From an optimization exercise on the open Yosys and OpenROAD flow, aimed at small area and a short achievable clock period; shortcuts taken in it are not production practice. Where RTL was checked, it was by simulation tests only, not by an equivalence proof against the original. Power and IR drop assume default switching activity.

Setup of rev 12:
// mp_alu
module mp_alu(
    input sys_clk,
    input sys_rst,
    input issue,
    input[2:0] tag3,
    input[2:0] func3,
    input[6:0] flag7,
    input[3:0] shift,
    input[15:0] data_in1,
    input[15:0] data_in2,
    input fwd_en1,
    input fwd_en2,
    input[15:0] fwd_data1,
    input[15:0] fwd_data2,
    output wb,
    output wb32,
    output[31:0] wb_data
);
==> flow/config.mk <==
export PLATFORM = sky130hd
export DESIGN_NAME = mp_alu
export DESIGN_NICKNAME = mp_alu
export VERILOG_FILES = /design/flow/design.v
export SDC_FILE = /design/flow/constraint.sdc
export NUM_CORES = 4
export LEC_CHECK = 0
export ABC_AREA = 1
export CAP_MARGIN = 20
export CORE_MARGIN = 2
export CORE_UTILIZATION = 40
export SETUP_SLACK_MARGIN = 3
export SLEW_MARGIN = 20
export SYNTH_HIERARCHICAL = 1
export TNS_END_PERCENT = 0
==> flow/constraint.sdc <==
create_clock -name core_clock -period 16.0 [get_ports {sys_clk}]
set_input_delay 3.2000 -clock core_clock [delete_from_list [all_inputs] [get_ports {sys_clk}]]
set_output_delay 3.2000 -clock core_clock [all_outputs]
set_load 0.01 [all_outputs]
standard.sh (not shown) runs the stock make flow with config.mk's settings and CLKGATE_MAP_FILE= SYNTH_SCRIPT=/design/flow/synth_recipe.tcl, a recipe that flattens the netlist after the stock synthesis.
==> flow/flow/run.sh <==
#!/bin/bash

export BUFFER_PORTS_ARGS="-buffer_cell sky130_fd_sc_hd__buf_2"
bash standard.sh > standard_flow.log 2>&1
> inputs changed (rev 12 -> rev 13)
--- a/flow/config.mk
+++ b/flow/config.mk
@@ -10,5 +10,5 @@
 export CORE_MARGIN = 2
 export CORE_UTILIZATION = 40
-export SETUP_SLACK_MARGIN = 3
+export SETUP_SLACK_MARGIN = 2.5
 export SLEW_MARGIN = 20
 export SYNTH_HIERARCHICAL = 1
### Flow results
On multi-input logic area, the lower figure sits with rev 13, not rev 12. Rev 13 vs rev 12 — post-route minimum period rose 0.25 ns. Having completed the whole flow, rev 13 delivered a layout that passed the timing, DRC and antenna checks. Diff rev 12 -> rev 13: number of antenna violations at the first check in global routing has decreased; power share of the combinational group has decreased; total power has decreased.

Setup of delta:
Starting RTL as in the previous note.
// mp_alu
module mp_alu(
    input sys_clk,
    input sys_rst,
    input issue,
    input[2:0] tag3,
    input[2:0] func3,
    input[6:0] flag7,
    input[3:0] shift,
    input[15:0] data_in1,
    input[15:0] data_in2,
    input fwd_en1,
    input fwd_en2,
    input[15:0] fwd_data1,
    input[15:0] fwd_data2,
    output wb,
    output wb32,
    output[31:0] wb_data
);
==> flow/config.mk <==
export PLATFORM = sky130hd
export DESIGN_NAME = mp_alu
export DESIGN_NICKNAME = mp_alu
export VERILOG_FILES = /design/flow/design.v
export SDC_FILE = /design/flow/constraint.sdc
export NUM_CORES = 4
export LEC_CHECK = 0
export ABC_AREA = 1
export CAP_MARGIN = 20
export CORE_MARGIN = 2
export CORE_UTILIZATION = 50
export SETUP_SLACK_MARGIN = 2.5
export SLEW_MARGIN = 20
export SYNTH_HIERARCHICAL = 1
==> flow/constraint.sdc <==
create_clock -name core_clock -period 16.0 [get_ports {sys_clk}]
set_input_delay 3.2000 -clock core_clock [delete_from_list [all_inputs] [get_ports {sys_clk}]]
set_output_delay 3.2000 -clock core_clock [all_outputs]
set_load 0.01 [all_outputs]
Scripts as last shown in full above: flow/flow/run.sh
Relative to delta, the following input files were edited for lagoon:
Settings: SETUP_SLACK_MARGIN now 2, was 2.5; CORE_UTILIZATION now 40, was 50.
### Flow results
- In the flow results for lagoon and delta, the final core area utilization is smaller on lagoon.
- Against delta, lagoon comes in 3.2 points lower on layout overhead on the synthesized area.
- Diff delta -> lagoon | total detailed-routing wirelength | down slightly
- STATUS highest clock rate: lagoon loses against delta
- Non-clock buffer count: lower on lagoon
- In the reports for lagoon and delta, the smaller post-layout total power belongs to lagoon.
- Fraction of area in registers in lagoon vs delta: up 0.17 points
- lagoon vs. delta: slack of the critical path went down by 0.31 ns.
Setup changes, lagoon to zinc
Settings: SETUP_SLACK_MARGIN: 2 -> 2.5.
==> comparison <==
- The setup slack of zinc is larger than that of lagoon.
- Going from lagoon to zinc, area added between synthesis and finish now larger; final clock period utilization by the worst path lost 2.3 points; global-route wire length before repair went up.
- zinc: full flow OK, the timing, DRC and antenna checks passed
## Diff of input files: maple against zinc
Settings: SETUP_SLACK_MARGIN now 1, was 2.5.
## What came out
Comparing zinc and maple, the higher share of cells above drive strength 1 was measured on zinc. zinc consumes more power than maple. Worst setup path startpoint: fwd_en2 -> maple, fwd_en1 -> zinc. The worst setup slack of maple falls short of that of zinc by 1.15 ns. The total clock network power on zinc is in line with that on maple. maple vs zinc, global routing usage on met2 went down by 0.55 points. Die footprint of maple is on par with zinc. maple has completed all stages; timing, DRC and antenna checks passed. Count of cell instances traversed by the critical path is lower on zinc. From zinc to maple, number of sequential cells did not move at all. Looking at amount of wire on met2 after detailed routing, maple sits below zinc. There was hardly any difference in worst hold slack between zinc and maple.

== oak ==
Another version of the RTL of mp_alu (not shown whole).
For scale: about 1900 cells after synthesis, ~43 flip-flops, ~120 I/O pins.
==> flow/config.mk <==
export PLATFORM = sky130hd
export DESIGN_NAME = mp_alu
export DESIGN_NICKNAME = mp_alu
export VERILOG_FILES = /design/flow/design.v
export SDC_FILE = /design/flow/constraint.sdc
export NUM_CORES = 4
export LEC_CHECK = 0
export ABC_AREA = 1
export CAP_MARGIN = 20
export CORE_MARGIN = 2
export CORE_UTILIZATION = 40
export SETUP_SLACK_MARGIN = 0
export SLEW_MARGIN = 20
export SYNTH_HIERARCHICAL = 1
==> flow/constraint.sdc <==
create_clock -name core_clock -period 16.0 [get_ports {sys_clk}]
set_input_delay 3.2000 -clock core_clock [delete_from_list [all_inputs] [get_ports {sys_clk}]]
set_output_delay 3.2000 -clock core_clock [all_outputs]
set_load 0.01 [all_outputs]
run.sh (not shown) runs the stock make flow with config.mk's settings and CLKGATE_MAP_FILE= SYNTH_SCRIPT=/design/flow/synth_recipe.tcl, a recipe that flattens the netlist after the stock synthesis.
Stock flow here: none of the scripts above is used.
[inputs] pine vs oak
Settings: CORE_UTILIZATION changed from 40 to 65; SETUP_SLACK_MARGIN changed from 0 to 1.5.
### Flow results
Row share of total power in sequential cells: pine lower / oak higher. Diff oak -> pine: overall power now larger; layout overhead on the synthesized area now larger. Re max-slew violation count: no difference whatsoever between pine and oak. On combinational power: between pine and oak, it ends up higher for pine. | ratio of cells with drive above 1 in the final layout | higher: pine |. Library cell contributing the largest single delay on the critical path: sky130_fd_sc_hd__o21ai_1 -> oak, sky130_fd_sc_hd__nor2_2 -> pine. Post-place instance area: higher on oak. pine gives more number of instances resized during post-cts repair than oak did. Relative to oak, the final worst slack of pine is higher by 0.96 ns.
Function was not checked in any run of this note: the RTL went through the layout flow alone.

static timing again, ports no longer ideal:
How much do the figures lean on ideal ports? The routed layouts below were timed once more, with nothing changed but the port constraints. Step 1 sets driving cells, clkbuf_16 on the clock port and buf_2 on the other inputs (assumed; they add their load-dependent delay and slew). Step 2 adds t to the input delays and takes it off the output delays; t is the mean of the earliest and latest rising clock arrival at the registers after step 1. Input paths then give back, and output paths get back, about the clock's delay inside the block. Slacks: ideal ports / drivers / drivers and shift; pairs: ideal ports / drivers.
run	shift t [ns]	setup WS [ns]	worst hold slack (ns)	clock arrival spread, ns	worst data-port slew with drivers (ns)
rev 12	0.324	2.905 / 2.856 / 2.856	2.727 / 2.708 / 3.032	0.008 / 0.007	0.08
rev 13	0.324	2.656 / 2.612 / 2.612	2.727 / 2.707 / 3.031	0.008 / 0.008	0.08
delta	0.320	2.677 / 2.634 / 2.634	2.743 / 2.730 / 3.050	0.008 / 0.008	0.08
lagoon	0.323	2.366 / 2.335 / 2.335	2.729 / 2.709 / 3.032	0.008 / 0.008	0.05
zinc	0.326	2.733 / 2.688 / 2.688	2.726 / 2.705 / 3.031	0.007 / 0.007	0.08
maple	0.324	1.578 / 1.555 / 1.555	2.728 / 2.708 / 3.031	0.008 / 0.009	0.05
oak	0.329	0.708 / 0.684 / 0.684	3.051 / 3.034 / 3.363	0.005 / 0.006	0.06
pine	0.332	1.669 / 1.632 / 1.632	3.034 / 3.017 / 3.348	0.009 / 0.009	0.06
After both steps setup and hold are still met in every run listed. For rev 12, which loses most, drivers alone change the setup slack by -0.049 ns; drivers and shift together by -0.049 ns.
